Background: an optimization exercise with open tools, aiming at small area, a short achievable clock period and few clock cycles. Do not read the settings as production practice. At most, simulation tests tie the RTL to the original design; equivalence was not proved. Only the layout flow was run in run 6; the RTL was not checked for function there. No activity file was given, so power comes from the tool's default toggle rates.

`flow/run.sh`:
```
#!/bin/bash
# Layout: the standard synthesis, then the standard ORFS steps with plain
# buffers (not delay cells) on the ports and free resizing.
set -euo pipefail
bash standard.sh synth > synth.log 2>&1
bash standard.sh BUFFER_PORTS_ARGS="-buffer_cell sky130_fd_sc_hd__buf_1" MATCH_CELL_FOOTPRINT=0 finish > layout.log 2>&1
```
`standard.sh`:
```
#!/bin/bash
# synth_recipe.tcl (not shown) runs the flow's synth.tcl, then flattens the netlist and writes it again
# the make line also repeats each setting of config.mk as NAME=value (left out here)
make -C /OpenROAD-flow-scripts/flow DESIGN_CONFIG=/design/flow/config.mk WORK_HOME=/design/flow/orfs CLKGATE_MAP_FILE= SYNTH_SCRIPT=/design/flow/synth_recipe.tcl "${@:-finish}"
```
`config.mk`:
```
export PLATFORM = sky130hd
export DESIGN_NAME = mest_pro
export DESIGN_NICKNAME = mest_pro
export VERILOG_FILES = /design/flow/design.v
export SDC_FILE = /design/flow/constraint.sdc
export NUM_CORES = 4
export LEC_CHECK = 0
export CAP_MARGIN = 20
export CORE_MARGIN = 2
export CORE_UTILIZATION = 60
export CTS_BUF_LIST = sky130_fd_sc_hd__clkbuf_8
export SETUP_SLACK_MARGIN = 2.9
export SLEW_MARGIN = 20
```
`constraint.sdc`:
```
create_clock -name core_clock -period 5.0 [get_ports {clk}]
set_input_delay 1.0000 -clock core_clock [delete_from_list [all_inputs] [get_ports {clk}]]
set_output_delay 1.0000 -clock core_clock [all_outputs]
set_load 0.01 [all_outputs]
```
`design.v`:
```
module mest_pro_ctrlr(
    input  clk,
    input  i_reset_n,
    input  i_start,
    input  i_redirect,
    input  i_halt,
    output o_start,
    output reg o_run,
    output reg o_issue,
    output reg o_all_done
);
reg  halted;
wire start = i_start & ~o_run & ~halted & ~o_all_done;
assign o_start = start;
always @(posedge clk or negedge i_reset_n)
begin
    if (~i_reset_n) begin
        o_run      <= 1'b0;
        o_issue    <= 1'b0;
        halted     <= 1'b0;
        o_all_done <= 1'b0;
    end else begin
        o_run      <= start | (o_run & ~i_halt);
        o_issue    <= start | (o_run & ~i_halt & ~i_redirect);
        halted     <= i_halt;
        o_all_done <= halted;
    end
end
endmodule
module mest_pro_fetch(
    input  clk,
    input  i_reset_n,
    input  i_run,
    input  i_start,
    input  i_halt,
    input  i_jmp,
    input  i_ret,
    input  [7:0] i_const_K,
    output [15:0] o_prog_counter
);
reg [15:0] pc;
reg [15:0] ret_pc;
wire [15:0] pc_inc = pc + 16'd1;
always @(posedge clk or negedge i_reset_n)
begin
    if (~i_reset_n) begin
        pc     <= 16'd0;
        ret_pc <= 16'd0;
    end else begin
        if (i_jmp)
            ret_pc <= pc;
        if (~i_run)
            pc <= {15'd0, i_start};
        else if (i_jmp)
            pc <= {8'd0, i_const_K};
        else if (i_ret)
            pc <= ret_pc;
        else if (i_halt)
            pc <= 16'd0;
        else
            pc <= pc_inc;
    end
end
assign o_prog_counter = pc;
endmodule
module mest_pro_decode(
    input  clk,
    input  i_reset_n,
    input  i_issue,
    input  [27:0] i_instr,
    output reg o_valid,
    output reg o_s0,
    output reg o_cin,
    output reg [7:0] o_a,
    output reg [7:1] o_bm,
    output reg [8:0] o_y
);
wire [3:0] op = i_instr[27:24];
wire [7:0] a  = i_instr[15:8];
wire [7:0] b  = i_instr[7:0];
wire       mul = (op == 4'd2);
reg [7:0] x;
reg [8:0] y;
always @(*)
begin
    x = 8'd0;
    y = 9'd0;
    case (op)
    4'd0: begin x = a; y = {1'b0, b}; end
    4'd1: begin x = a; y = ~{1'b0, b}; end
    4'd2: x = a;
    4'd3: x = a & b;
    4'd4: x = a | b;
    4'd5: x = {1'b0, a[7:1]};
    4'd6: begin x = {a[6:0], 1'b0}; y = {a[7], 8'd0}; end
    4'd7: begin x = ~a; y = {1'b1, 8'd0}; end
    default: ;
    endcase
end
always @(posedge clk or negedge i_reset_n)
begin
    if (~i_reset_n)
        o_valid <= 1'b0;
    else
        o_valid <= i_issue;
end
always @(posedge clk)
begin
    o_s0  <= mul ? b[0] : 1'b1;
    o_bm  <= mul ? b[7:1] : 7'd0;
    o_cin <= (op == 4'd1);
    o_a   <= x;
    o_y   <= y;
end
endmodule
module mest_pro_exec(
    input  clk,
    input  i_reset_n,
    input  i_valid,
    input  i_s0,
    input  i_cin,
    input  [7:0] i_a,
    input  [7:1] i_bm,
    input  [8:0] i_y,
    output reg o_valid_result,
    output reg [7:0] o_result,
    output reg o_carry,
    output reg o_zero_flag
);
wire p_1 = (i_a[6] & i_s0) ^ (i_a[4] & i_bm[2]);
wire p_2 = (i_a[6] & i_s0) & (i_a[4] & i_bm[2]);
wire p_3 = (i_a[7] & i_s0) ^ (i_a[5] & i_bm[2]) ^ (i_a[4] & i_bm[3]);
wire p_4 = ((i_a[7] & i_s0) & (i_a[5] & i_bm[2])) | ((i_a[4] & i_bm[3]) & ((i_a[7] & i_s0) ^ (i_a[5] & i_bm[2])));
wire p_5 = (i_a[3] & i_bm[4]) ^ (i_a[2] & i_bm[5]);
wire p_6 = (i_a[3] & i_bm[4]) & (i_a[2] & i_bm[5]);
wire p_7 = (i_a[6] & i_bm[2]) ^ (i_a[5] & i_bm[3]) ^ (i_a[4] & i_bm[4]);
wire p_8 = ((i_a[6] & i_bm[2]) & (i_a[5] & i_bm[3])) | ((i_a[4] & i_bm[4]) & ((i_a[6] & i_bm[2]) ^ (i_a[5] & i_bm[3])));
wire p_9 = (i_a[3] & i_bm[5]) ^ (i_a[2] & i_bm[6]);
wire p_10 = (i_a[3] & i_bm[5]) & (i_a[2] & i_bm[6]);
wire p_11 = (i_a[4] & i_s0) ^ (i_a[2] & i_bm[2]);
wire p_12 = (i_a[4] & i_s0) & (i_a[2] & i_bm[2]);
wire p_13 = (i_a[5] & i_s0) ^ (i_a[3] & i_bm[2]) ^ (i_a[2] & i_bm[3]);
wire p_14 = ((i_a[5] & i_s0) & (i_a[3] & i_bm[2])) | ((i_a[2] & i_bm[3]) & ((i_a[5] & i_s0) ^ (i_a[3] & i_bm[2])));
wire p_15 = (i_a[1] & i_bm[4]) ^ (i_a[0] & i_bm[5]);
wire p_16 = (i_a[1] & i_bm[4]) & (i_a[0] & i_bm[5]);
wire p_17 = (i_a[3] & i_bm[3]) ^ (i_a[2] & i_bm[4]) ^ (i_a[1] & i_bm[5]);
wire p_18 = ((i_a[3] & i_bm[3]) & (i_a[2] & i_bm[4])) | ((i_a[1] & i_bm[5]) & ((i_a[3] & i_bm[3]) ^ (i_a[2] & i_bm[4])));
wire p_19 = (i_a[0] & i_bm[6]) ^ ((i_a[5] & i_bm[1]) | i_y[6]) ^ p_1;
wire p_20 = ((i_a[0] & i_bm[6]) & ((i_a[5] & i_bm[1]) | i_y[6])) | (p_1 & ((i_a[0] & i_bm[6]) ^ ((i_a[5] & i_bm[1]) | i_y[6])));
wire p_21 = (i_a[1] & i_bm[6]) ^ (i_a[0] & i_bm[7]) ^ ((i_a[6] & i_bm[1]) | i_y[7]);
wire p_22 = ((i_a[1] & i_bm[6]) & (i_a[0] & i_bm[7])) | (((i_a[6] & i_bm[1]) | i_y[7]) & ((i_a[1] & i_bm[6]) ^ (i_a[0] & i_bm[7])));
wire p_23 = p_2 ^ p_5 ^ p_3;
wire p_24 = (p_2 & p_5) | (p_3 & (p_2 ^ p_5));
wire p_25 = (i_a[1] & i_bm[7]) ^ ((i_a[7] & i_bm[1]) | i_y[8]) ^ p_6;
wire p_26 = ((i_a[1] & i_bm[7]) & ((i_a[7] & i_bm[1]) | i_y[8])) | (p_6 & ((i_a[1] & i_bm[7]) ^ ((i_a[7] & i_bm[1]) | i_y[8])));
wire p_27 = p_9 ^ p_4 ^ p_7;
wire p_28 = (p_9 & p_4) | (p_7 & (p_9 ^ p_4));
wire p_29 = (i_a[3] & i_s0) ^ (i_a[1] & i_bm[2]);
wire p_30 = (i_a[3] & i_s0) & (i_a[1] & i_bm[2]);
wire p_31 = (i_a[1] & i_bm[3]) ^ (i_a[0] & i_bm[4]) ^ ((i_a[3] & i_bm[1]) | i_y[4]);
wire p_32 = ((i_a[1] & i_bm[3]) & (i_a[0] & i_bm[4])) | (((i_a[3] & i_bm[1]) | i_y[4]) & ((i_a[1] & i_bm[3]) ^ (i_a[0] & i_bm[4])));
wire p_33 = ((i_a[4] & i_bm[1]) | i_y[5]) ^ p_12 ^ p_15;
wire p_34 = (((i_a[4] & i_bm[1]) | i_y[5]) & p_12) | (p_15 & (((i_a[4] & i_bm[1]) | i_y[5]) ^ p_12));
wire p_35 = p_16 ^ p_14 ^ p_17;
wire p_36 = (p_16 & p_14) | (p_17 & (p_16 ^ p_14));
wire p_37 = p_18 ^ p_21 ^ p_20;
wire p_38 = (p_18 & p_21) | (p_20 & (p_18 ^ p_21));
wire p_39 = p_22 ^ p_25 ^ p_24;
wire p_40 = (p_22 & p_25) | (p_24 & (p_22 ^ p_25));
reg [25:0] q;
reg v1;
always @(posedge clk)
begin
    q[0] <= i_y[0];
    q[1] <= i_cin;
    q[2] <= (i_a[0] & i_s0);
    q[3] <= (i_a[1] & i_s0);
    q[4] <= ((i_a[0] & i_bm[1]) | i_y[1]);
    q[5] <= (i_a[2] & i_s0);
    q[6] <= (i_a[0] & i_bm[2]);
    q[7] <= ((i_a[1] & i_bm[1]) | i_y[2]);
    q[8] <= (i_a[0] & i_bm[3]);
    q[9] <= ((i_a[2] & i_bm[1]) | i_y[3]);
    q[10] <= p_29;
    q[11] <= p_30;
    q[12] <= p_11;
    q[13] <= p_31;
    q[14] <= p_32;
    q[15] <= p_13;
    q[16] <= p_33;
    q[17] <= p_34;
    q[18] <= p_19;
    q[19] <= p_35;
    q[20] <= p_36;
    q[21] <= p_23;
    q[22] <= p_37;
    q[23] <= p_27;
    q[24] <= p_38;
    q[25] <= p_39;
end
wire s_1 = q[0] ^ q[1];
wire s_2 = q[0] & q[1];
wire s_3 = q[3] ^ q[4];
wire s_4 = q[3] & q[4];
wire s_5 = q[5] ^ q[6] ^ q[7];
wire s_6 = (q[5] & q[6]) | (q[7] & (q[5] ^ q[6]));
wire s_7 = q[8] ^ q[9] ^ q[10];
wire s_8 = (q[8] & q[9]) | (q[10] & (q[8] ^ q[9]));
wire s_9 = q[11] ^ q[12] ^ q[13];
wire s_10 = (q[11] & q[12]) | (q[13] & (q[11] ^ q[12]));
wire s_11 = q[14] ^ q[15] ^ q[16];
wire s_12 = (q[14] & q[15]) | (q[16] & (q[14] ^ q[15]));
wire s_13 = q[17] ^ q[18] ^ q[19];
wire s_14 = (q[17] & q[18]) | (q[19] & (q[17] ^ q[18]));
wire s_15 = q[20] ^ q[21] ^ q[22];
wire s_16 = (q[20] & q[21]) | (q[22] & (q[20] ^ q[21]));
wire s_17 = q[23] ^ q[24] ^ q[25];
wire s_18 = (q[23] & q[24]) | (q[25] & (q[23] ^ q[24]));
wire [8:0] fx, fy;
assign fx[0] = q[2];
assign fx[1] = s_3;
assign fx[2] = s_5;
assign fx[3] = s_7;
assign fx[4] = s_9;
assign fx[5] = s_11;
assign fx[6] = s_13;
assign fx[7] = s_15;
assign fx[8] = s_17;
assign fy[0] = s_1;
assign fy[1] = s_2;
assign fy[2] = s_4;
assign fy[3] = s_6;
assign fy[4] = s_8;
assign fy[5] = s_10;
assign fy[6] = s_12;
assign fy[7] = s_14;
assign fy[8] = s_16;
wire [8:0] ag = fx & fy;
wire [8:0] ap = fx ^ fy;
wire ag0_1 = ag[1] | (ap[1] & ag[0]);
wire ap0_1 = ap[1] & ap[0];
wire ag0_3 = ag[3] | (ap[3] & ag[2]);
wire ap0_3 = ap[3] & ap[2];
wire ag0_5 = ag[5] | (ap[5] & ag[4]);
wire ap0_5 = ap[5] & ap[4];
wire ag0_7 = ag[7] | (ap[7] & ag[6]);
wire ap0_7 = ap[7] & ap[6];
wire ag1_2 = ag[2] | (ap[2] & ag0_1);
wire ap1_2 = ap[2] & ap0_1;
wire ag1_3 = ag0_3 | (ap0_3 & ag0_1);
wire ap1_3 = ap0_3 & ap0_1;
wire ag1_6 = ag[6] | (ap[6] & ag0_5);
wire ap1_6 = ap[6] & ap0_5;
wire ag1_7 = ag0_7 | (ap0_7 & ag0_5);
wire ap1_7 = ap0_7 & ap0_5;
wire ag2_4 = ag[4] | (ap[4] & ag1_3);
wire ap2_4 = ap[4] & ap1_3;
wire ag2_5 = ag0_5 | (ap0_5 & ag1_3);
wire ap2_5 = ap0_5 & ap1_3;
wire ag2_6 = ag1_6 | (ap1_6 & ag1_3);
wire ap2_6 = ap1_6 & ap1_3;
wire ag2_7 = ag1_7 | (ap1_7 & ag1_3);
wire ap2_7 = ap1_7 & ap1_3;
wire ag3_8 = ag[8] | (ap[8] & ag2_7);
wire ap3_8 = ap[8] & ap2_7;
wire [8:0] rh = {ap[8] ^ ag2_7, ap[7] ^ ag2_6, ap[6] ^ ag2_5, ap[5] ^ ag2_4, ap[4] ^ ag1_3, ap[3] ^ ag1_2, ap[2] ^ ag0_1, ap[1] ^ ag[0], ap[0]};
wire       zh = ((fx ^ fy) == {fx[7:0] | fy[7:0], 1'b0});
wire [8:0] r = rh;
wire       zero = zh;
always @(posedge clk or negedge i_reset_n)
begin
    if (~i_reset_n) begin
        v1             <= 1'b0;
        o_valid_result <= 1'b0;
    end else begin
        v1             <= i_valid;
        o_valid_result <= v1;
    end
end
always @(posedge clk)
begin
    o_result    <= r[7:0];
    o_carry     <= r[8];
    o_zero_flag <= zero;
end
endmodule
module mest_pro#(
    parameter OP_CODE_SIZE     = 4,
    parameter INSTRUCTION_SIZE = OP_CODE_SIZE + 8 + 8 + 8,
    parameter ROM_DEPTH = 65536
)(
    input clk,
    input i_reset_n,
    input i_start,
    output [$clog2(ROM_DEPTH)-1  :0] o_prog_counter,
    input [INSTRUCTION_SIZE-1    :0] i_instruction,
    output [8-1 :0] o_result,
    output o_valid_result,
    output o_carry,
    output o_zero_flag,
    output o_all_done
);
wire       issue;       
wire       run;         
wire       start;
wire [3:0] op   = i_instruction[27:24];
wire       is_jmp  = issue & (op == 4'd8);
wire       is_ret  = issue & (op == 4'd9);
wire       is_halt = issue & (op == 4'd15);
wire       x_s0, x_cin;
wire [7:0] x_a;
wire [7:1] x_bm;
wire [8:0] x_y;
wire       x_valid;
mest_pro_ctrlr u_ctrlr(
    .clk        (clk),
    .i_reset_n  (i_reset_n),
    .i_start    (i_start),
    .i_redirect (is_jmp | is_ret),
    .i_halt     (is_halt),
    .o_start    (start),
    .o_run      (run),
    .o_issue    (issue),
    .o_all_done (o_all_done)
);
mest_pro_fetch u_fetch(
    .clk            (clk),
    .i_reset_n      (i_reset_n),
    .i_run          (run),
    .i_start        (start),
    .i_halt         (is_halt),
    .i_jmp          (is_jmp),
    .i_ret          (is_ret),
    .i_const_K      (i_instruction[23:16]),
    .o_prog_counter (o_prog_counter)
);
mest_pro_decode u_decode(
    .clk        (clk),
    .i_reset_n  (i_reset_n),
    .i_issue    (issue),
    .i_instr    (i_instruction),
    .o_valid    (x_valid),
    .o_s0       (x_s0),
    .o_cin      (x_cin),
    .o_a        (x_a),
    .o_bm       (x_bm),
    .o_y        (x_y)
);
mest_pro_exec u_exec(
    .clk            (clk),
    .i_reset_n      (i_reset_n),
    .i_valid        (x_valid),
    .i_s0           (x_s0),
    .i_cin          (x_cin),
    .i_a            (x_a),
    .i_bm           (x_bm),
    .i_y            (x_y),
    .o_valid_result (o_valid_result),
    .o_result       (o_result),
    .o_carry        (o_carry),
    .o_zero_flag    (o_zero_flag)
);
endmodule
```
==> summary.md, run 1 <==
| Metric | Value |
|---|---|
| Status | `complete, no violations` |
| GRT Residual Overflow | `0` |
| Core Rows | `33` |
| PD cells | `~320 nW/um^2` |
| Worst Clk Skew | `around 0.015 ns` |
| Clock latency on the worst-skew pair | `approximately 0.37 ns` |
| Routed Antenna Nets | `0` |
| Tightest Pin Transition | `between 0.8 and 0.9 ns` |
| Cell Area, Placed | `about 5300 um^2` |
| Ports | `59` |
| Period utilization | `0.425` |
| Setup TNS | `0 ns` |
| R2R Setup Slk | `around 2.9 ns` |
| Post-DR wirelength/cell | `roughly 15 um` |
| Footprint of the multi-input gates | `2670 um^2` |
| Worst setup EP type | `register` |
| LEAKAGE | `2.59 nW` |
| Die Height | `roughly 96 um` |
| Detailed-route via count | `3,666` |
| Total die area | `between 9000 and 10,000 um^2` |
| Synth cell count leaders | `nand2_1 (84), dfxtp_1 (62), dfrtp_1 (39)` |
| Synth async-reset ratio | `0.386` |
| Synth top area cells | `dfxtp_1 (25%), dfrtp_1 (19%), fa_1 (7.5%), nand2_1 (6.3%), ha_1 (5.7%)` |
| Die Wd | `between 90 and 100 um` |
| Sequential share of the synthesized area | `0.439` |
| Non-filler cells, final | `between 600 and 700` |
| Source of the critical timing path | `u_exec.q[6]` |
| Worst path required time | `5.26 ns` |
| CP arrival | `between 2 and 2.5 ns` |
| Core area | `roughly 8200 um^2` |
| Sequential share of power | `0.547` |
| Synthesized area | `about 5000 um^2` |
| CTS buffer count | `9` |
| Initial antenna violation count | `0` |
| Pint | `between 1 and 1.5 mW` |
| Final Power | `roughly 1.8 mW` |
| Cells after Synth | `520` |
| Area growth syn-to-layout | `13.7%` |
| Clock sink count | `101` |
| Synthesized flop and latch total | `approximately 100` |
| Synth warnings | `4` |
| Share of cells above drive strength 1 | `0.115` |
| Routed WL | `10,100 um` |
| First-pass detailed-route iteration total | `5` |
| Reg area | `about 2200 um^2` |
| NumNets Final | `between 600 and 700` |
| Area leader, netlist | `dfxtp_1` |
| Final hold violations | `0` |
| Syn Area/Cell | `about 9.7 um^2` |
| Hold WC Path Type | `register to register` |
| Setup Viol. Count Final | `0` |
| Via density per instance | `between 5 and 6` |
| Tmin final | `between 2 and 2.5 ns` |
| CTS hold repair buffers | `0` |
| TritonCTS clock tree | `yes` |
| Starting Density | `0.617` |
| Clock buffer depth | `2` |
| CP Launch Type | `register` |
| Post-synth top area share | `0.246` |
| Critical path endpoint | `u_exec.o_result[5]` |
| CTS clk-pin slew, worst paths | `around 0.09 ns` |
| Worst vdd ir | `0.000128 V` |
| Post-route cell area | `between 5000 and 6000 um^2` |
| # port buffers | `58` |
| Post-Syn Nets | `just under 600` |
| FILL cells | `650` |
| ANT cells | `0` |
| Comb pwr share | `0.205` |
| Reg2reg end | `u_exec.o_result[5]` |
| Post-synth EDFFs | `0` |
| Pin count of the biggest net entering global routing | `40` |
| NetSw | `between 0.5 and 0.6 mW` |
| Maxcap violations | `0` |
| Reg2reg start | `u_exec.q[6]` |
| Crit Path Max Fanout | `2` |
| Final-report max-slew violation count | `0` |
| Placer congestion estimate | `approximately 0.87` |
| Htree depth | `3` |
| CP Class | `register to register` |
| Placed insts | `between 600 and 700` |
| Switching Fraction | `0.314` |
| Clock Power Share | `0.248` |
| Root Buffer | `clkbuf_8` |
| HPWL after DPL | `between 6000 and 7000 um` |
| Synth Flop Type | `dfxtp_1` |
| Synth unique cells | `46` |
| # DRC | `0` |
| Iter 0 DRT Violations | `roughly 160` |
| Vias in the first global route | `roughly 3,500` |
| GR Util All Layers | `0.234` |
| First-pass GRT wire length | `about 16,000 um` |
| Top-count cell post-synth | `nand2_1` |
| Fmax | `471 MHz` |
| Reg2Reg Depth | `7` |
| RSZ-0062 raised after global routing | `true` |
| Rel. slew slack | `0.423` |
## through the flow
step / hold WS [ns] / worst slack [ns] / utilization
finish: 0.328 / 2.88 / 0.702
global route: 0.344 / 2.82 / 0.702
CTS: 0.334 / 2.87 / 0.686
detailed placement: 0.320 / 1.65 / 0.648
global placement: 0.315 / 1.76 / 0.648
floorplan: 0.310 / 2.90 / -
## worst max-delay path: stages (launching register included)
cell	delay, ns
dfxtp_2	0.33
fa_1	0.50
ha_1	0.33
nor2b_4	0.14
o21ai_1	0.13
nand2b_1	0.10
fa_2	0.36
xor2_1	0.14
## state kept, by name (all words and copies together), names as in the netlist, 7 cells and up
| signal | cells |
|---|---|
| u_exec.q | 26 |
| u_fetch.pc | 16 |
| u_fetch.ret_pc | 16 |
| u_decode.o_y | 9 |
| u_decode.o_a | 8 |
| u_exec.o_result | 8 |
| u_decode.o_bm | 7 |
## placed cells by master, fill, tap and decap left out, types with 3 or more instances in the layout
master    instances
nand3_1          19
and3_1            3
nor2_1           24
xnor2_1          27
ha_1             20
nor2b_1           7
fa_2              3
nand2_1          84
nand2b_1          4
and2_1           33
xor2_1           20
a21oi_1          16
buf_1            54
a22o_1            8
dfxtp_1          55
dfrtp_1          38
buf_4            11
fa_1             16
buf_12            3
dfxtp_2           5
a22oi_1           5
o21ai_0          22
a21o_1           10
nand4_1           3
inv_1            37
ha_4              3
clkbuf_8         10
## power groups by stage
stage                     Sequential, mW  Combinational (mW)  Clock [mW]
after floorplan                    0.995               0.236           0
after global placement              1.01               0.313           0
after detailed placement            1.02               0.323           0
after CTS                           1.00               0.347       0.464
after global routing                1.02               0.419       0.497
final                               1.00               0.376       0.455
## how the worst min path moves through the flow
| stage | from | to | cells past startpoint |
|---|---|---|---|
| after global routing | u_decode.o_y[0] | u_exec.q[0] | 0 |
| after global placement | u_decode.o_y[0] | u_exec.q[0] | 0 |
| after floorplan | u_decode.o_y[0] | u_exec.q[0] | 0 |
| after CTS | u_decode.o_y[0] | u_exec.q[0] | 0 |
| after detailed placement | u_decode.o_y[0] | u_exec.q[0] | 0 |
| final | u_decode.o_y[0] | u_exec.q[0] | 0 |
## cell families (layout without fill, tap and decap cells)
logic type / count (synthesis) / after routing / synth area share
simple gates: 196 / 196 / 0.195
flops: 101 / 101 / 0.439
compound gates: 76 / 76 / 0.0952
buf+inv: 56 / 126 / 0.0521
xor+xnor: 47 / 47 / 0.0816
fa+ha+maj: 42 / 42 / 0.132
mux: 2 / 2 / 0.00397
## area by class of cell
type,count,area share
clock buffer,10,0.0240
clock inverter,6,0.00545
inverter,37,0.0242
multi-input combinational,363,0.466
tap,105,0.0229
timing repair buffer,73,0.0685
sequential,101,0.389
## metal layers
metal	up-vias	wire length (um)	GRT usage
li1	1820	-	-
met3	11	450	0.0478
met4	0	103	0.0571
met5	-	0	0
met1	1735	4820	0.322
met2	100	4720	0.382
## what timing repair did
action,4_1_cts,5_1_grt
pin swaps,7,11
setup endpoints to repair,46,31
buffers inserted,6,5
gates cloned,0,1
resized for setup,22,17
Testbench counts, summed over its fixed seeds: cycles 7,274.
==> run 2, diff against run 1 <==
--- a/config.mk
+++ b/config.mk
@@ -9,5 +9,5 @@
 export CORE_MARGIN = 2
 export CORE_UTILIZATION = 60
 export CTS_BUF_LIST = sky130_fd_sc_hd__clkbuf_8
-export SETUP_SLACK_MARGIN = 2.9
+export SETUP_SLACK_MARGIN = 3.1
 export SLEW_MARGIN = 20
==> summary.md, run 2 <==
| Metric | Value |
|---|---|
| Status | `complete, no violations` |
| Biggest regs | `u_exec.q: 26 flops, u_fetch.pc: 16 flops, u_fetch.ret_pc: 16 flops` |
| Post-synth top area share | `0.246 (unchanged)` |
| Worst slack at placement | `1.60 ns (-0.0525 ns)` |
| Reg2reg end | `u_exec.o_zero_flag` |
| FILL cells | `567 (-13%)` |
| Area growth syn-to-layout | `26.1%` |
| Post-synth EDFFs | `0 (unchanged)` |
| Pint | `1.48 mW (+18%)` |
| R2R Setup Slk | `2.91 ns (+0.04 ns)` |
| Synth warnings | `4 (unchanged)` |
| CP arrival | `2.37 ns (-0.02 ns)` |
| Routed Antenna Nets | `0 (unchanged)` |
| Worst vdd ir | `0.000162 V (+27%)` |
| GRT Residual Overflow | `0 (unchanged)` |
| Worst setup EP type | `register` |
| Period utilization | `0.417 (-0.00758)` |
| CP Launch Type | `register` |
| Rel. slew slack | `0.368 (-0.0547)` |
| Tightest Pin Transition | `0.948 ns (+0.0821 ns)` |
| # port buffers | `58 (unchanged)` |
| RSZ-0062 raised after global routing | `true` |
| Sequential share of the synthesized area | `0.439 (unchanged)` |
| Min-delay src | `u_decode.o_y[0]` |
| CTS clk-pin slew, worst paths | `0.09 ns (about the same)` |
| Non-filler cells, final | `735 (+5.8%)` |
| Switching Fraction | `0.291 (-0.0226)` |
| Area leader, netlist | `dfxtp_1` |
| Placer congestion estimate | `0.861 (-0.90%)` |
| # DRC | `0 (unchanged)` |
| CTS hold repair buffers | `0 (unchanged)` |
| Initial antenna violation count | `0 (unchanged)` |
| Share of cells above drive strength 1 | `0.252 (+0.137)` |
| Core area | `8180 um^2 (unchanged)` |
| Top reg by flops | `u_exec.q` |
| Maxcap violations | `0 (unchanged)` |
| Core Rows | `33 (unchanged)` |
| Synth top area cells | `dfxtp_1 (25%), dfrtp_1 (19%), fa_1 (7.5%), nand2_1 (6.3%), ha_1 (5.7%)` |
| Cells after Synth | `520 (unchanged)` |
| Reg2reg start | `u_exec.q[13]` |
| Setup TNS | `0 ns (unchanged)` |
| First-pass GRT wire length | `17,700 um (+7.3%)` |
| Synthesized area | `5040 um^2 (unchanged)` |
| Setup Viol. Count Final | `0 (unchanged)` |
| Clock Power Share | `0.279 (+0.031)` |
| Synth unique cells | `46 (unchanged)` |
| Root Buffer | `clkbuf_8` |
| Worst path required time | `5.28 ns (+0.02 ns)` |
| CP Class | `register to register` |
| Commonest non-fill, non-tap cell in the layout | `nand2_1` |
| Die Wd | `95.7 um (unchanged)` |
| First-pass detailed-route iteration total | `5 (unchanged)` |
| Fmax | `479 MHz (+1.8%)` |
| Commonest cells after routing, fill and taps aside | `nand2_1 (78), dfxtp_1 (54), buf_4 (43)` |
| Top-count cell post-synth | `nand2_1` |
| Final hold violations | `0 (unchanged)` |
| Min-Delay Path Depth | `0 (unchanged)` |
| Final-report max-slew violation count | `0 (unchanged)` |
| Syn Area/Cell | `9.70 um^2 (unchanged)` |
| Detailed-route via count | `3,927 (+7.1%)` |
| Crit Path Max Fanout | `3 (+1)` |
| Worst Hold End | `u_exec.q[0]` |
| Post-DR wirelength/cell | `15.4 um (+5.9%)` |
| Die Height | `95.7 um (unchanged)` |
| Synth cell count leaders | `nand2_1 (84), dfxtp_1 (62), dfrtp_1 (39)` |
| Reg2Reg Depth | `6 (-1)` |
| Clock sink count | `101 (unchanged)` |
| Synth async-reset ratio | `0.386 (unchanged)` |
| Tmin final | `2.09 ns (-0.0379 ns)` |
| GR Util All Layers | `0.253 (+0.0190)` |
| Synthesized flop and latch total | `101 (unchanged)` |
| CTS buffer count | `9 (unchanged)` |
| Pin count of the biggest net entering global routing | `40 (unchanged)` |
| PD cells | `329 nW/um^2 (+2.7%)` |
| ANT cells | `0 (unchanged)` |
| Sequential share of power | `0.471 (-0.076)` |
| Max FFs per register | `26 (unchanged)` |
| Post-Syn Nets | `593 (unchanged)` |
| Total die area | `9160 um^2 (unchanged)` |
| Routed WL | `11,300 um (+12%)` |
| Vias in the first global route | `3,628 (+4.3%)` |
| Via density per instance | `5.34 (+1.3%)` |
| Clock buffer depth | `2 (unchanged)` |
| Ports | `59 (unchanged)` |
| Hold WC Path Type | `register to register` |
| Comb pwr share | `0.251 (+0.046)` |
| NetSw | `0.608 mW (+5.7%)` |
| Iter 0 DRT Violations | `213 (+37%)` |
| Worst Clk Skew | `0.0130 ns (-0.00194 ns)` |
| NumNets Final | `698 (+6.1%)` |
| Synth Flop Type | `dfxtp_1` |
| HPWL after DPL | `7010 um (+0.36%)` |
| Htree depth | `3 (unchanged)` |
| Starting Density | `0.617 (unchanged)` |
| TritonCTS clock tree | `yes` |
| Clock latency on the worst-skew pair | `0.36 ns (about the same)` |
| LEAKAGE | `2.91 nW (+12%)` |
| Final WS setup | `2.91 ns (+0.0379 ns)` |
| Placed insts | `667 (unchanged)` |
run 2: what timing repair did:
item                                    in CTS  in global routing
endpoints found under the setup margin      83                 53
cloned                                       2                  1
setup buffers                               32                 17
resized for setup                           54                 70
pin swaps                                   16                 16
run 2: area by class of cell:
class | count | area (um^2) | share of cell area
Multi-Input combinational cell | 365 | 2810 | 0.442
Inverter | 37 | 143 | 0.0224
Clock inverter | 7 | 106 | 0.0167
Timing Repair Buffer | 111 | 800 | 0.126
Clock buffer | 9 | 124 | 0.0195
Sequential cell | 101 | 2240 | 0.353
Tap cell | 105 | 131 | 0.0206
run 2: through the flow:
step           instance area (um^2)  hold WS (ns)  total power [mW]   util
2_1_floorplan                  5130         0.310              1.24      -
3_3_place_gp                   5350         0.316              1.34  0.654
3_5_place_dp                   5350         0.316              1.35  0.654
4_1_cts                        6020         0.337              2.02  0.736
5_1_grt                        6360         0.360              2.20  0.778
6_report                       6360         0.334              2.09  0.778
run 2: power groups by stage:
| stage | clock (mW) | combinational [mW] | sequential, mW |
|---|---|---|---|
| finish | 0.583 | 0.524 | 0.984 |
| global route | 0.629 | 0.572 | 0.996 |
| CTS | 0.595 | 0.451 | 0.978 |
| detailed placement | 0 | 0.328 | 1.02 |
| global placement | 0 | 0.320 | 1.02 |
| floorplan | 0 | 0.247 | 0.995 |
run 2: worst max-delay path by stage:
| stage | end | slack, ns | from | cells past startpoint |
|---|---|---|---|---|
| finish | u_exec.o_zero_flag | 2.91 | u_exec.q[13] | 6 |
| global route | u_exec.o_zero_flag | 2.86 | u_exec.q[16] | 7 |
| detailed placement | u_fetch.pc[8] | 1.60 | i_instruction[26] | 5 |
| global placement | u_fetch.pc[3] | 1.71 | i_instruction[26] | 5 |
| floorplan | u_fetch.ret_pc[13] | 2.92 | i_instruction[25] | 6 |
| CTS | u_exec.o_result[5] | 2.90 | u_exec.q[5] | 7 |
run 2: cell families after synthesis:
group | after synthesis | synth area share
xor gates and xnor gates | 47 | 0.0816
buffers and inverters | 56 | 0.0521
and+or+nand+nor | 196 | 0.195
adders and majority gates | 42 | 0.132
AOI/OAI and AO/OA | 76 | 0.0952
DFF | 101 | 0.439
muxes | 2 | 0.00397
run 2: worst max-delay path, cell delays in order, from the launching register on:
cell and delay (ns):
dfxtp_1 0.33, fa_2 0.63, inv_1 0.06, ha_1 0.20, xnor2_1 0.12, or4_4 0.52
nor3_2 0.15
run 2: layer usage:
layer,up-vias,track usage,routed length [um]
li1,1904,-,-
met1,1860,0.355,5010
met2,142,0.405,5380
met3,21,0.0548,712
met4,0,0.0583,211
met5,-,0,0
==> run 3, diff against run 2 <==
--- a/config.mk
+++ b/config.mk
@@ -9,5 +9,5 @@
 export CORE_MARGIN = 2
 export CORE_UTILIZATION = 60
 export CTS_BUF_LIST = sky130_fd_sc_hd__clkbuf_8
-export SETUP_SLACK_MARGIN = 3.1
+export SETUP_SLACK_MARGIN = 2.7
 export SLEW_MARGIN = 20
==> summary.md, run 3 <==
| Metric | Value |
|---|---|
| First-pass GRT wire length | `16,300 um (-8.1%)` |
| TritonCTS clock tree | `yes` |
| Final-report max-slew violation count | `0 (unchanged)` |
| Cell Area, Placed | `5290 um^2 (-1.1%)` |
| Core area | `8180 um^2 (unchanged)` |
| Htree depth | `3 (unchanged)` |
| LEAKAGE | `2.54 nW (-13%)` |
| Max FFs per register | `26 (unchanged)` |
| CP Class | `register to register` |
| Post-route cell area | `5590 um^2 (-12%)` |
| Synth warnings | `4 (unchanged)` |
| Met2 WL | `4480 um (-17%)` |
| Biggest regs | `u_exec.q: 26 flops, u_fetch.pc: 16 flops, u_fetch.ret_pc: 16 flops` |
| Maxcap violations | `0 (unchanged)` |
| GR Util All Layers | `0.230 (-0.0228)` |
| Clock sink count | `101 (unchanged)` |
| Rel. slew slack | `0.540 (+0.172)` |
| Metal3 WL | `436 um (-39%)` |
| Final WS setup | `2.75 ns (-0.159 ns)` |
| Period utilization | `0.449 (+0.0317)` |
| Hold WC Path Type | `register to register` |
| Crit-path slowest cell | `fa_2` |
| ANT cells | `0 (unchanged)` |
| Via density per instance | `5.28 (-1.2%)` |
| Synth cell count leaders | `nand2_1 (84), dfxtp_1 (62), dfrtp_1 (39)` |
| Die Height | `95.7 um (unchanged)` |
| Worst setup EP type | `register` |
| Worst path required time | `5.24 ns (-0.04 ns)` |
| CP arrival | `2.49 ns (+0.12 ns)` |
| Syn Area/Cell | `9.70 um^2 (unchanged)` |
| Starting Density | `0.617 (unchanged)` |
| Area leader, netlist | `dfxtp_1` |
| Top-count cell post-synth | `nand2_1` |
| Reg2reg start | `u_exec.q[5]` |
| NumNets Final | `650 (-6.9%)` |
| Share of cells above drive strength 1 | `0.0704 (-0.182)` |
| Min-delay src | `u_decode.o_y[0]` |
| Placer congestion estimate | `0.854 (-0.79%)` |
| Post-DR wirelength/cell | `14.2 um (-7.5%)` |
| Metal-1 WL | `4770 um (-4.8%)` |
| Die Wd | `95.7 um (unchanged)` |
| Root Buffer | `clkbuf_8` |
| Post-Syn Nets | `593 (unchanged)` |
| Reg2Reg Depth | `7 (+1)` |
| Commonest non-fill, non-tap cell in the layout | `nand2_1` |
| Final hold violations | `0 (unchanged)` |
| Worst stage delay on the critical path | `0.61 ns (-0.02 ns)` |
| # port buffers | `58 (unchanged)` |
| Worst slack at placement | `1.68 ns (+0.0846 ns)` |
| Cells after Synth | `520 (unchanged)` |
| PD cells | `328 nW/um^2 (-0.30%)` |
| Area growth syn-to-layout | `10.9%` |
| Detailed-route via count | `3,628 (-7.6%)` |
| Setup TNS | `0 ns (unchanged)` |
| Min-Delay Path Depth | `0 (unchanged)` |
| Worst Clk Skew | `0.00816 ns (-0.00484 ns)` |
| Synthesized area | `5040 um^2 (unchanged)` |
| Tmin final | `2.25 ns (+0.159 ns)` |
| RSZ-0062 raised after global routing | `true` |
| Synth top area cells | `dfxtp_1 (25%), dfrtp_1 (19%), fa_1 (7.5%), nand2_1 (6.3%), ha_1 (5.7%)` |
| Ports | `59 (unchanged)` |
| Routed Antenna Nets | `0 (unchanged)` |
| Worst vdd ir | `0.000150 V (-7.6%)` |
| Clock latency on the worst-skew pair | `0.36 ns (about the same)` |
| Status | `complete, no violations` |
| Synth async-reset ratio | `0.386 (unchanged)` |
| Crit path max-delay family | `adder cells` |
| Routed WL | `9790 um (-13%)` |
| Vias in the first global route | `3,417 (-5.8%)` |
| CTS clk-pin slew, worst paths | `0.08 ns (about the same)` |
| Synth Flop Type | `dfxtp_1` |
| CP Launch Type | `register` |
| Final Power | `1.83 mW (-12%)` |
| Initial antenna violation count | `0 (unchanged)` |
| Top reg by flops | `u_exec.q` |
| HPWL after DPL | `7030 um (+0.31%)` |
| Critical path cell sequence | `fa_2 -> ha_1 -> nor2b_2 -> o21ai_1 -> nand2b_1 -> fa_1 -> xor2_1` |
| First-pass detailed-route iteration total | `4 (-1)` |
| Clock buffer depth | `2 (unchanged)` |
| CTS hold repair buffers | `0 (unchanged)` |
| Iter 0 DRT Violations | `117 (-45%)` |
| Commonest cells after routing, fill and taps aside | `nand2_1 (84), dfxtp_1 (62), buf_1 (56)` |
| Synth unique cells | `46 (unchanged)` |
| Synthesized flop and latch total | `101 (unchanged)` |
| Buf/Inv on CP | `0 (-1)` |
| Total die area | `9160 um^2 (unchanged)` |
| Pin count of the biggest net entering global routing | `40 (unchanged)` |
| Setup Viol. Count Final | `0 (unchanged)` |
| # DRC | `0 (unchanged)` |
| Tightest Pin Transition | `0.690 ns (-0.259 ns)` |
| Max Used Layer | `met4` |
| Number of cells on the critical path | `7 (+1)` |
| Post-synth EDFFs | `0 (unchanged)` |
| Reg2reg end | `u_exec.o_result[5]` |
| Core Rows | `33 (unchanged)` |
| Fmax | `445 MHz (-7.1%)` |
| CTS buffer count | `9 (unchanged)` |
| GRT Residual Overflow | `0 (unchanged)` |
| Post-synth top area share | `0.246 (unchanged)` |
| Sequential share of the synthesized area | `0.439 (unchanged)` |
| Worst Hold End | `u_exec.q[0]` |
| Crit Path Max Fanout | `3 (unchanged)` |
| R2R Setup Slk | `2.75 ns (-0.16 ns)` |
| Final design utilization | `0.684 (-0.0940)` |
## run 3: changes by cell type in the layout (fill, tap and decap cells not counted), moves of 9 or more
cell	delta
clkbuf_2	-12
o21ai_0	+9
buf_6	-10
buf_1	+21
buf_4	-39
## run 3: kinds of logic after synthesis
family / count (synthesis) / synth area share
AOI/OAI and AO/OA: 76 / 0.0952
xor gates and xnor gates: 47 / 0.0816
adders and majority gates: 42 / 0.132
buffers and inverters: 56 / 0.0521
DFF: 101 / 0.439
muxes: 2 / 0.00397
and+or+nand+nor: 196 / 0.195
## run 3: area by class of cell
class                   instances  area (um^2)
clock buffers                  10          138
clock inverters                 6         55.1
fillers                       664         2580
inverters                      37          139
multi-input cells             363         2600
flip-flops and latches        101         2220
well taps                     105          131
repair buffers                 65          310
## run 3: worst max-delay path by stage
stage,startpoint,to,slack (ns)
after floorplan,i_instruction[27],u_fetch.ret_pc[7],2.82
after global placement,i_instruction[26],u_fetch.pc[3],1.76
after detailed placement,i_instruction[26],u_fetch.pc[8],1.68
after CTS,u_exec.q[5],u_exec.o_result[5],2.71
after global routing,u_exec.q[5],u_exec.o_result[5],2.65
final,u_exec.q[5],u_exec.o_result[5],2.75
## run 3: power breakdown
part,switching (mW),internal (mW)
combinational,0.196,0.136
clock,0.258,0.240
sequential,0.101,0.902
## run 3: through the flow
step,std cells,hold slack (ns)
final,687,0.334
after global routing,687,0.345
after CTS,686,0.337
after detailed placement,667,0.316
after global placement,667,0.315
after floorplan,520,0.310
## run 3: repair_timing
item / in CTS / in global routing
gates resized for setup: 3 / 10
endpoints found under the setup margin: 22 / 14
buffers inserted: 3 / 0
pin swaps: 2 / 0
## run 3: routing by layer
| layer | vias up | global-route usage |
|---|---|---|
| met4 | 0 | 0.0619 |
| met2 | 92 | 0.365 |
| met5 | - | 0 |
| met3 | 10 | 0.0470 |
| met1 | 1719 | 0.324 |
| li1 | 1807 | - |
==> run 4, diff against run 3 <==
--- a/config.mk
+++ b/config.mk
@@ -9,5 +9,5 @@
 export CORE_MARGIN = 2
 export CORE_UTILIZATION = 60
 export CTS_BUF_LIST = sky130_fd_sc_hd__clkbuf_8
-export SETUP_SLACK_MARGIN = 2.7
+export SETUP_SLACK_MARGIN = 2.5
 export SLEW_MARGIN = 20
==> summary.md, run 4 <==
| Metric | Value |
|---|---|
| Status | `complete, no violations` |
| CTS hold repair buffers | `0 (unchanged)` |
| Worst setup EP type | `register` |
| Synth async-reset ratio | `0.386 (unchanged)` |
| Routed WL | `9710 um (-0.82%)` |
| Non-filler cells, final | `687 (unchanged)` |
| Starting Density | `0.617 (unchanged)` |
| Routed Antenna Nets | `0 (unchanged)` |
| CP Class | `register to register` |
| Clock sink count | `101 (unchanged)` |
| Rel. slew slack | `0.574 (+0.0341)` |
| NumNets Final | `650 (unchanged)` |
| Setup Viol. Count Final | `0 (unchanged)` |
| Sequential share of power | `0.549 (+0.002)` |
| Tmin final | `2.30 ns (+0.0570 ns)` |
| Worst path required time | `5.24 ns (about the same)` |
| Synthesized area | `5040 um^2 (unchanged)` |
| Core area | `8180 um^2 (unchanged)` |
| Synth cell count leaders | `nand2_1 (84), dfxtp_1 (62), dfrtp_1 (39)` |
| Synth unique cells | `46 (unchanged)` |
| Maxcap violations | `0 (unchanged)` |
| Max FFs per register | `26 (unchanged)` |
| TritonCTS clock tree | `yes` |
| Iter 0 DRT Violations | `96 (-18%)` |
| FILL cells | `667 (+0.45%)` |
| Area growth syn-to-layout | `10.2%` |
| Top-count cell post-synth | `nand2_1` |
| Synth warnings | `4 (unchanged)` |
| Initial antenna violation count | `0 (unchanged)` |
| GR Util All Layers | `0.230 (unchanged)` |
| Worst Clk Skew | `0.00855 ns (+0.000397 ns)` |
| First-pass detailed-route iteration total | `4 (unchanged)` |
| Post-Syn Nets | `593 (unchanged)` |
| Post-synth EDFFs | `0 (unchanged)` |
| Switching Fraction | `0.301 (-0.00214)` |
| Root Buffer | `clkbuf_8` |
| Period utilization | `0.461 (+0.0114)` |
| Placer congestion estimate | `0.854 (unchanged)` |
| Total die area | `9160 um^2 (unchanged)` |
| Share of cells above drive strength 1 | `0.0584 (-0.0120)` |
| CP arrival | `2.54 ns (+0.05 ns)` |
| Pin count of the biggest net entering global routing | `40 (unchanged)` |
| Post-synth top area share | `0.246 (unchanged)` |
| Core Rows | `33 (unchanged)` |
| Commonest cells after routing, fill and taps aside | `nand2_1 (84), dfxtp_1 (62), buf_1 (56)` |
| CP Launch Type | `register` |
| Detailed-route via count | `3,627 (-0.028%)` |
| Cell Area, Placed | `5290 um^2 (unchanged)` |
| Die Height | `95.7 um (unchanged)` |
| Post-DR wirelength/cell | `14.1 um (-0.82%)` |
| Syn Area/Cell | `9.70 um^2 (unchanged)` |
| Worst vdd ir | `0.000143 V (-4.4%)` |
| HPWL after DPL | `7030 um (unchanged)` |
| Synth top area cells | `dfxtp_1 (25%), dfrtp_1 (19%), fa_1 (7.5%), nand2_1 (6.3%), ha_1 (5.7%)` |
| # port buffers | `58 (unchanged)` |
| Via density per instance | `5.28 (about the same)` |
| Final Power | `1.82 mW (-0.59%)` |
| NetSw | `0.548 mW (-1.3%)` |
| LEAKAGE | `2.55 nW (+0.21%)` |
| Top reg by flops | `u_exec.q` |
| Clock buffer depth | `2 (unchanged)` |
| Comb pwr share | `0.178 (-0.003)` |
| Hold WC Path Type | `register to register` |
| Crit Path Max Fanout | `3 (unchanged)` |
| Cells after Synth | `520 (unchanged)` |
| PD cells | `328 nW/um^2 (about the same)` |
| Clock latency on the worst-skew pair | `0.36 ns (about the same)` |
| Ports | `59 (unchanged)` |
| Final-report max-slew violation count | `0 (unchanged)` |
| Biggest regs | `u_exec.q: 26 flops, u_fetch.pc: 16 flops, u_fetch.ret_pc: 16 flops` |
| Sequential share of the synthesized area | `0.439 (unchanged)` |
| Tightest Pin Transition | `0.638 ns (-0.0511 ns)` |
| Placed insts | `667 (unchanged)` |
| CTS clk-pin slew, worst paths | `0.08 ns (about the same)` |
| Htree depth | `3 (unchanged)` |
| # DRC | `0 (unchanged)` |
| First-pass GRT wire length | `16,300 um (unchanged)` |
| Post-route cell area | `5560 um^2 (-0.63%)` |
| Vias in the first global route | `3,417 (unchanged)` |
| Clock Power Share | `0.273 (about the same)` |
| Synthesized flop and latch total | `101 (unchanged)` |
| Fmax | `434 MHz (-2.5%)` |
| Final hold violations | `0 (unchanged)` |
| ANT cells | `0 (unchanged)` |
| Commonest non-fill, non-tap cell in the layout | `nand2_1` |
| GRT Residual Overflow | `0 (unchanged)` |
| CTS buffer count | `9 (unchanged)` |
| Area leader, netlist | `dfxtp_1` |
| RSZ-0062 raised after global routing | `false` |
| Synth Flop Type | `dfxtp_1` |
| Setup TNS | `0 ns (unchanged)` |
| Pint | `1.27 mW (-0.28%)` |
| Die Wd | `95.7 um (unchanged)` |
run 4: cell counts after synthesis:
No cell type changed its count.
run 4: layer usage:
| metal | GRT usage | up-vias | part of all wire |
|---|---|---|---|
| li1 | - | 1812 | - |
| met1 | 0.324 | 1709 | 0.49 |
| met2 | 0.365 | 98 | 0.46 |
| met3 | 0.0470 | 8 | 0.047 |
| met4 | 0.0619 | 0 | 0.0094 |
| met5 | 0 | - | 0 |
run 4: worst max-delay path, stage by stage, from the launching register on:
cell,delay (ns)
dfxtp_1,0.32
fa_1,0.55
ha_1,0.35
nor2b_1,0.15
o21ai_0,0.18
nand2b_1,0.10
fa_1,0.38
xor2_1,0.17
run 4: stage by stage:
| step | utilization | hold slack, ns | setup slack, ns |
|---|---|---|---|
| CTS | 0.678 | 0.337 | 2.71 |
| global placement | 0.648 | 0.315 | 1.76 |
| floorplan | - | 0.310 | 2.82 |
| finish | 0.680 | 0.333 | 2.70 |
| detailed placement | 0.648 | 0.316 | 1.68 |
| global route | 0.680 | 0.345 | 2.58 |
run 4: power groups by stage:
stage	sequential [mW]	clock, mW	combinational [mW]
after floorplan	0.994	0	0.234
after global placement	1.01	0	0.312
after detailed placement	1.02	0	0.319
after CTS	1.00	0.514	0.326
after global routing	1.02	0.546	0.371
final	1.00	0.497	0.324
run 4: kinds of logic (layout without fill, tap and decap cells):
logic type / count (synthesis) / count (layout) / share of synthesized area
muxes: 2 / 2 / 0.00397
xor gates and xnor gates: 47 / 47 / 0.0816
AOI/OAI and AO/OA: 76 / 76 / 0.0952
adders and majority gates: 42 / 42 / 0.132
buffers and inverters: 56 / 118 / 0.0521
DFF: 101 / 101 / 0.439
and+or+nand+nor: 196 / 196 / 0.195
run 4: area by class of cell:
| cell class | instances | area [um^2] | area share |
|---|---|---|---|
| multi-input combinational | 363 | 2570 | 0.462 |
| sequential | 101 | 2220 | 0.399 |
| timing repair buffer | 65 | 310 | 0.0558 |
| inverter | 37 | 139 | 0.0250 |
| clock buffer | 10 | 138 | 0.0248 |
| tap | 105 | 131 | 0.0236 |
| clock inverter | 6 | 55.1 | 0.00990 |
run 4: worst paths after layout:
| kind | start | endpoint | slack [ns] | depth (start not counted) |
|---|---|---|---|---|
| max | u_exec.q[5] | u_exec.o_result[5] | 2.70 | 7 |
| min | u_decode.o_y[0] | u_exec.q[0] | 0.33 | 0 |
| max reg2reg | u_exec.q[5] | u_exec.o_result[5] | 2.70 | 7 |
| min reg2reg | u_decode.o_y[0] | u_exec.q[0] | 0.33 | 0 |
| max in group asynchronous | i_reset_n | u_decode.o_valid | 4.05 | 2 |
| min in group asynchronous | i_reset_n | u_fetch.ret_pc[11] | 0.50 | 1 |
run 4: repair_timing:
action / CTS / global route
setup endpoints to repair: 16 / 0
gates resized for setup: 3 / 0
buffers inserted: 3 / 0
==> run 5, diff against run 4 <==
--- a/config.mk
+++ b/config.mk
@@ -9,5 +9,7 @@
 export CORE_MARGIN = 2
 export CORE_UTILIZATION = 60
 export CTS_BUF_LIST = sky130_fd_sc_hd__clkbuf_8
-export SETUP_SLACK_MARGIN = 2.5
+export CTS_CLUSTER_DIAMETER = 100
+export CTS_CLUSTER_SIZE = 40
+export SETUP_SLACK_MARGIN = 2.9
 export SLEW_MARGIN = 20
==> summary.md, run 5 <==
| Metric | Value |
|---|---|
| Biggest regs | `u_exec.q: 26 flops, u_fetch.pc: 16 flops, u_fetch.ret_pc: 16 flops` |
| Post-synth EDFFs | `0 (unchanged)` |
| Synthesized area | `5040 um^2 (unchanged)` |
| Commonest non-fill, non-tap cell in the layout | `nand2_1` |
| Area leader, netlist | `dfxtp_1` |
| Final-report max-slew violation count | `0 (unchanged)` |
| Ports | `59 (unchanged)` |
| Worst path required time | `5.26 ns (+0.02 ns)` |
| Period utilization | `0.425 (-0.0356)` |
| R2R Setup Slk | `2.88 ns (+0.18 ns)` |
| Max FFs per register | `26 (unchanged)` |
| Comb pwr share | `0.205 (+0.027)` |
| LEAKAGE | `2.59 nW (+1.8%)` |
| Placed insts | `667 (unchanged)` |
| First-pass GRT wire length | `16,500 um (+1.4%)` |
| Htree depth | `3 (unchanged)` |
| Via density per instance | `5.27 (about the same)` |
| Core Rows | `33 (unchanged)` |
| # port buffers | `58 (unchanged)` |
| Pin count of the biggest net entering global routing | `40 (unchanged)` |
| Setup Viol. Count Final | `0 (unchanged)` |
| Worst setup EP type | `register` |
| Clock sink count | `101 (unchanged)` |
| GR Util All Layers | `0.234 (+0.00378)` |
| Cell Area, Placed | `5300 um^2 (+0.14%)` |
| Final Power | `1.84 mW (+0.72%)` |
| Clock buffer depth | `2 (unchanged)` |
| CTS hold repair buffers | `0 (unchanged)` |
| Synth cell count leaders | `nand2_1 (84), dfxtp_1 (62), dfrtp_1 (39)` |
| Post-Syn Nets | `593 (unchanged)` |
| Post-DR wirelength/cell | `14.5 um (+2.9%)` |
| Sequential share of power | `0.547 (-0.002)` |
| # DRC | `0 (unchanged)` |
| Starting Density | `0.617 (unchanged)` |
| CP Class | `register to register` |
| Worst Clk Skew | `0.0149 ns (+0.00639 ns)` |
| Non-filler cells, final | `695 (+1.2%)` |
| Root Buffer | `clkbuf_8` |
| Worst slack at placement | `1.65 ns (-0.0320 ns)` |
| Post-route cell area | `5740 um^2 (+3.2%)` |
| Synth top area cells | `dfxtp_1 (25%), dfrtp_1 (19%), fa_1 (7.5%), nand2_1 (6.3%), ha_1 (5.7%)` |
| HPWL after DPL | `6980 um (-0.67%)` |
| Synth warnings | `4 (unchanged)` |
| Setup TNS | `0 ns (unchanged)` |
| Routed Antenna Nets | `0 (unchanged)` |
| Core area | `8180 um^2 (unchanged)` |
| Detailed-route via count | `3,666 (+1.1%)` |
| Crit Path Max Fanout | `2 (-1)` |
| FILL cells | `650 (-2.5%)` |
| Status | `complete, no violations` |
| ANT cells | `0 (unchanged)` |
| NumNets Final | `658 (+1.2%)` |
| Die Height | `95.7 um (unchanged)` |
| GRT Residual Overflow | `0 (unchanged)` |
| Synthesized flop and latch total | `101 (unchanged)` |
| CP arrival | `2.39 ns (-0.15 ns)` |
| CTS buffer count | `9 (unchanged)` |
| Commonest cells after routing, fill and taps aside | `nand2_1 (84), dfxtp_1 (55), buf_1 (54)` |
| Sequential share of the synthesized area | `0.439 (unchanged)` |
| Placer congestion estimate | `0.869 (+1.7%)` |
| Clock latency on the worst-skew pair | `0.37 ns (about the same)` |
| Routed WL | `10,100 um (+4.1%)` |
| Tmin final | `2.12 ns (-0.178 ns)` |
| First-pass detailed-route iteration total | `5 (+1)` |
| NetSw | `0.575 mW (+5.1%)` |
| PD cells | `320 nW/um^2 (-2.4%)` |
| Final WS setup | `2.88 ns (+0.178 ns)` |
| Share of cells above drive strength 1 | `0.115 (+0.0568)` |
| Rel. slew slack | `0.423 (-0.152)` |
| Synth Flop Type | `dfxtp_1` |
| TritonCTS clock tree | `yes` |
| Cells after Synth | `520 (unchanged)` |
| Maxcap violations | `0 (unchanged)` |
| Area growth syn-to-layout | `13.7%` |
| CTS clk-pin slew, worst paths | `0.09 ns (about the same)` |
| Post-synth top area share | `0.246 (unchanged)` |
| Synth async-reset ratio | `0.386 (unchanged)` |
| Top reg by flops | `u_exec.q` |
| Final hold violations | `0 (unchanged)` |
| Initial antenna violation count | `0 (unchanged)` |
| Total die area | `9160 um^2 (unchanged)` |
| Syn Area/Cell | `9.70 um^2 (unchanged)` |
| Vias in the first global route | `3,480 (+1.8%)` |
| Die Wd | `95.7 um (unchanged)` |
| CP Launch Type | `register` |
| Switching Fraction | `0.314 (+0.0131)` |
| Top-count cell post-synth | `nand2_1` |
| Pint | `1.26 mW (-1.2%)` |
| Hold WC Path Type | `register to register` |
| Iter 0 DRT Violations | `155 (+61%)` |
| Worst vdd ir | `0.000128 V (-11%)` |
| Tightest Pin Transition | `0.866 ns (+0.228 ns)` |
| Synth unique cells | `46 (unchanged)` |
| Clock Power Share | `0.248 (-0.025)` |
| Fmax | `471 MHz (+8.4%)` |
| RSZ-0062 raised after global routing | `true` |
==> run 5: cell counts after synthesis <==
No cell type changed its count.
==> run 5: area by class of cell <==
class                           instances  area [um^2]  area share
Sequential cell                       101         2230       0.389
Timing Repair Buffer                   73          393      0.0685
Tap cell                              105          131      0.0229
Inverter                               37          139      0.0242
Multi-Input combinational cell        363         2670       0.466
Clock buffer                           10          138      0.0240
Clock inverter                          6         31.3     0.00545
==> run 5: cells by family after synthesis <==
kind of cell	count (synthesis)	share of synthesized area
xor+xnor	47	0.0816
compound gates	76	0.0952
fa+ha+maj	42	0.132
buf+inv	56	0.0521
mux	2	0.00397
simple gates	196	0.195
flops	101	0.439
==> run 5: through the flow <==
step                      hold slack (ns)   util
after global routing                0.344  0.702
after detailed placement            0.320  0.648
after global placement              0.315  0.648
final                               0.328  0.702
after floorplan                     0.310      -
after CTS                           0.334  0.686
==> run 5: final timing paths <==
check / start / to / depth (start not counted)
max in group asynchronous: i_reset_n / u_fetch.pc[2] / 1
max reg2reg: u_exec.q[6] / u_exec.o_result[5] / 7
max: u_exec.q[6] / u_exec.o_result[5] / 7
min: u_decode.o_y[0] / u_exec.q[0] / 0
min reg2reg: u_decode.o_y[0] / u_exec.q[0] / 0
min in group asynchronous: i_reset_n / u_fetch.ret_pc[12] / 1
==> run 5: per-layer routing <==
layer	wire [um]	vias up	part of all wire	GRT usage
li1	-	1820	-	-
met1	4820	1735	0.48	0.322
met2	4720	100	0.47	0.382
met3	450	11	0.045	0.0478
met4	103	0	0.010	0.0571
met5	0	-	0	0
==> run 5: power by group through the flow <==
stage,clock network [mW],registers [mW],logic (mW)
floorplan,0,0.995,0.236
global placement,0,1.01,0.313
detailed placement,0,1.02,0.323
CTS,0.464,1.00,0.347
global route,0.497,1.02,0.419
finish,0.455,1.00,0.376
==> run 5: critical path, cell delays in order (launching register included) <==
cell and delay (ns):
dfxtp_2 0.33, fa_1 0.50, ha_1 0.33, nor2b_4 0.14, o21ai_1 0.13, nand2b_1 0.10
fa_2 0.36, xor2_1 0.14
==> run 5: repair_timing <==
item	CTS	global route
endpoints found under the setup margin	46	31
gates resized for setup	22	17
gates cloned	0	1
pin swaps	7	11
hold endpoints to repair	0	0
buffers inserted	6	5
==> run 6, diff against run 5 <==
--- a/design.v
+++ b/design.v
@@ -32,7 +32,6 @@
     input  i_reset_n,
     input  i_run,
     input  i_start,
-    input  i_halt,
     input  i_jmp,
     input  i_ret,
     input  [7:0] i_const_K,
@@ -55,8 +54,6 @@
             pc <= {8'd0, i_const_K};
         else if (i_ret)
             pc <= ret_pc;
-        else if (i_halt)
-            pc <= 16'd0;
         else
             pc <= pc_inc;
     end
@@ -328,7 +325,6 @@
     .i_reset_n      (i_reset_n),
     .i_run          (run),
     .i_start        (start),
-    .i_halt         (is_halt),
     .i_jmp          (is_jmp),
     .i_ret          (is_ret),
     .i_const_K      (i_instruction[23:16]),
--- a/config.mk
+++ b/config.mk
@@ -5,11 +5,10 @@
 export SDC_FILE = /design/flow/constraint.sdc
 export NUM_CORES = 4
 export LEC_CHECK = 0
+export ABC_AREA = 1
 export CAP_MARGIN = 20
 export CORE_MARGIN = 2
 export CORE_UTILIZATION = 60
 export CTS_BUF_LIST = sky130_fd_sc_hd__clkbuf_8
-export CTS_CLUSTER_DIAMETER = 100
-export CTS_CLUSTER_SIZE = 40
 export SETUP_SLACK_MARGIN = 2.9
 export SLEW_MARGIN = 20
==> summary.md, run 6 <==
| Metric | Value |
|---|---|
| Fmax | `489 MHz (+3.9%)` |
| LEAKAGE | `3.03 nW (+17%)` |
| Synth top area cells | `dfxtp_1 (24%), dfrtp_1 (19%), nand2_1 (11%), inv_1 (8.7%), fa_1 (7.3%)` |
| Die Height | `97.1 um (+1.5%)` |
| Non-filler cells, final | `823 (+18%)` |
| Crit path max-delay family | `adder cells` |
| Post-synth top area share | `0.238 (-0.00757)` |
| Starting Density | `0.627 (+0.0101)` |
| Htree depth | `3 (unchanged)` |
| Via density per instance | `5.04 (-4.5%)` |
| Iter 0 DRT Violations | `229 (+48%)` |
| Buf/Inv on CP | `2 (+2)` |
| Top-count cell post-synth | `nand2_1` |
| ANT cells | `0 (unchanged)` |
| Most used cell, CP | `inv_2` |
| Worst setup EP type | `register` |
| CP Launch Type | `register` |
| CTS buffer count | `9 (unchanged)` |
| Clock sink count | `101 (unchanged)` |
| Worst Clk Skew | `0.0146 ns (-0.000388 ns)` |
| RSZ-0062 raised after global routing | `true` |
| Die Wd | `97.1 um (+1.5%)` |
| Worst stage delay on the critical path | `0.56 ns (+0.06 ns)` |
| Area growth syn-to-layout | `12.2%` |
| Root Buffer | `clkbuf_8` |
| CTS hold repair buffers | `0 (unchanged)` |
| Synthesized flop and latch total | `101 (unchanged)` |
| Commonest non-fill, non-tap cell in the layout | `nand2_1` |
| Status | `complete, no violations` |
| Critical path cell sequence | `inv_2 -> fa_1 -> inv_2 -> ha_4 -> a21oi_2 -> nand2_2 -> fa_2 -> xor2_1` |
| Core Rows | `33 (unchanged)` |
| Area leader, netlist | `dfxtp_1` |
| Biggest regs | `u_exec.q: 26 flops, u_fetch.pc: 16 flops, u_fetch.ret_pc: 16 flops` |
| Placed insts | `799 (+20%)` |
| Hold WC Path Type | `register to register` |
| TritonCTS clock tree | `yes` |
| Synthesized area | `5200 um^2 (+3.2%)` |
| Post-DR wirelength/cell | `12.6 um (-14%)` |
| Synth async-reset ratio | `0.386 (unchanged)` |
| Synth Flop Type | `dfxtp_1` |
| # DRC | `0 (unchanged)` |
| Tmin final | `2.04 ns (-0.0803 ns)` |
| Commonest cells after routing, fill and taps aside | `nand2_1 (152), inv_1 (117), nor2_1 (58)` |
| Synth unique cells | `34 (-26%)` |
| Synth cell count leaders | `nand2_1 (155), inv_1 (120), dfxtp_1 (62)` |
| Crit-path slowest cell | `fa_1` |
| Core area | `8300 um^2 (+1.5%)` |
| NumNets Final | `786 (+19%)` |
| Setup TNS | `0 ns (unchanged)` |
| Clock buffer depth | `2 (unchanged)` |
| Maxcap violations | `0 (unchanged)` |
| First-pass GRT wire length | `17,600 um (+6.7%)` |
| Setup Viol. Count Final | `0 (unchanged)` |
| FILL cells | `693 (+6.6%)` |
| Final hold violations | `0 (unchanged)` |
| Total die area | `9440 um^2 (+3.0%)` |
| Initial antenna violation count | `0 (unchanged)` |
| Period utilization | `0.409 (-0.0161)` |
| Syn Area/Cell | `8.04 um^2 (-17%)` |
| CP Class | `register to register` |
| Post-synth EDFFs | `0 (unchanged)` |
| Post-Syn Nets | `720 (+21%)` |
| Crit Path Max Fanout | `5 (+3)` |
| Cells after Synth | `647 (+24%)` |
| Top reg by flops | `u_exec.q` |
| First-pass detailed-route iteration total | `5 (unchanged)` |
| Worst vdd ir | `0.000259 V (+100%)` |
| Placer congestion estimate | `0.864 (-0.63%)` |
| Rel. slew slack | `0.417 (-0.00526)` |
| Routed WL | `10,300 um (+2.3%)` |
| CP arrival | `2.29 ns (-0.10 ns)` |
| Tightest Pin Transition | `0.874 ns (+0.00788 ns)` |
| Worst path required time | `5.24 ns (-0.02 ns)` |
| Max FFs per register | `26 (unchanged)` |
| Final-report max-slew violation count | `0 (unchanged)` |
| Vias in the first global route | `3,802 (+9.3%)` |
| Pin count of the biggest net entering global routing | `40 (unchanged)` |
| Synth warnings | `4 (unchanged)` |
| GR Util All Layers | `0.226 (-0.00786)` |
| Share of cells above drive strength 1 | `0.0891 (-0.0261)` |
| Routed Antenna Nets | `0 (unchanged)` |
| # port buffers | `58 (unchanged)` |
| HPWL after DPL | `7640 um (+9.5%)` |
| PD cells | `365 nW/um^2 (+14%)` |
| CTS clk-pin slew, worst paths | `0.09 ns (about the same)` |
| Detailed-route via count | `4,145 (+13%)` |
| Ports | `59 (unchanged)` |
| GRT Residual Overflow | `0 (unchanged)` |
| Sequential share of the synthesized area | `0.426 (-0.0135)` |
| Clock latency on the worst-skew pair | `0.35 ns (-0.02 ns)` |
-- run 6: cell count changes in the layout (fill, tap and decap cells not counted), sizes merged, moves of 7 or more --
cell / delta
inv: +84
nand2: +73
nor2: +36
and2: -34
o21ai: +31
xnor2: -15
xor2: -14
nand3: +11
nor2b: -9
a22o: -8
o211ai: +7
-- run 6: kinds of logic (layout without fill, tap and decap cells) --
group	Yosys count	in the layout	share of synthesized area
xor+xnor	18	18	0.0303
buf+inv	133	204	0.103
compound gates	92	92	0.105
flops	101	101	0.426
fa+ha+maj	42	42	0.128
simple gates	261	261	0.207
-- run 6: routing by layer --
layer / GRT usage / vias up / wire length [um]
li1: - / 2127 / -
met1: 0.327 / 1900 / 5010
met2: 0.355 / 105 / 4700
met3: 0.0424 / 13 / 498
met4: 0.0563 / 0 / 114
met5: 0 / - / 0
-- run 6: what timing repair did --
action	CTS	global route
buffers inserted	1	7
resized for setup	6	26
pin swaps	1	10
endpoints found under the setup margin	2	37
hold endpoints to repair	0	0
-- run 6: area by class of cell --
class / instances / area (um^2) / area share
clock buffer: 9 / 124 / 0.0212
clock inverter: 7 / 88.8 / 0.0152
inverter: 122 / 460 / 0.0789
multi-input combinational: 413 / 2510 / 0.431
sequential: 101 / 2240 / 0.384
tap: 105 / 131 / 0.0225
timing repair buffer: 66 / 279 / 0.0478
-- run 6: metrics by stage --
stage | setup WS [ns] | instance area [um^2] | total power, mW | utilization | hold WS, ns
after floorplan | 2.93 | 5220 | 1.42 | - | 0.310
after global placement | 2.63 | 5490 | 1.58 | 0.661 | 0.318
after detailed placement | 2.56 | 5490 | 1.59 | 0.661 | 0.313
after CTS | 2.88 | 5720 | 2.14 | 0.690 | 0.334
after global routing | 2.87 | 5840 | 2.28 | 0.704 | 0.350
final | 2.96 | 5840 | 2.13 | 0.704 | 0.334
-- run 6: worst paths after layout --
path / start / to / slack [ns] / depth (start not counted)
max: u_exec.q[10] / u_exec.o_result[5] / 2.96 / 8
min: u_decode.o_cin / u_exec.q[1] / 0.33 / 0
min reg2reg: u_decode.o_cin / u_exec.q[1] / 0.33 / 0
max in group asynchronous: i_reset_n / u_fetch.pc[2] / 3.66 / 1
min in group asynchronous: i_reset_n / u_exec.v1 / 0.75 / 1
max reg2reg: u_exec.q[10] / u_exec.o_result[5] / 2.96 / 8
-- run 6: report_power, final --
part | switching (mW) | total [mW] | leakage, nW | internal (mW)
combinational | 0.308 | 0.501 | 1.90 | 0.194
clock | 0.268 | 0.549 | 0.115 | 0.281
sequential | 0.129 | 1.08 | 1.02 | 0.954

[re-timing with driven ports]
Ports are ideal in the flow. The routed layouts listed here were re-timed in OpenROAD.
Step 1 (the two cells are an assumption about what drives the block):
set clk [get_ports {clk}]
set_driving_cell -lib_cell sky130_fd_sc_hd__clkbuf_16 $clk
set_driving_cell -lib_cell sky130_fd_sc_hd__buf_2 [delete_from_list [all_inputs] $clk]
Step 2, shift: input delay + t, output delay - t, t = (earliest + latest rising clock arrival at the registers) / 2. This alone moves slack from input paths to output paths.
Three values: ideal, step 1, step 2; two values: the first two.
run | t (ns) | setup WS [ns] | slew at the worst register clock pin (ns) | worst data-port slew with drivers (ns)
run 1 | 0.393 | 2.875 / 2.875 / 2.630 | 0.10 / 0.10 | 0.04
run 2 | 0.383 | 2.913 / 2.913 / 2.621 | 0.10 / 0.10 | 0.05
run 3 | 0.388 | 2.754 / 2.754 / 2.449 | 0.09 / 0.09 | 0.03
run 4 | 0.387 | 2.697 / 2.697 / 2.393 | 0.09 / 0.09 | 0.03
run 5 | 0.393 | 2.875 / 2.875 / 2.630 | 0.10 / 0.10 | 0.04
run 6 | 0.378 | 2.955 / 2.955 / 2.690 | 0.10 / 0.10 | 0.04
After both steps setup and hold are still met in every run listed. The setup slack of run 3, which loses most, moves by 0.000 ns with the drivers and by -0.305 ns with both steps.
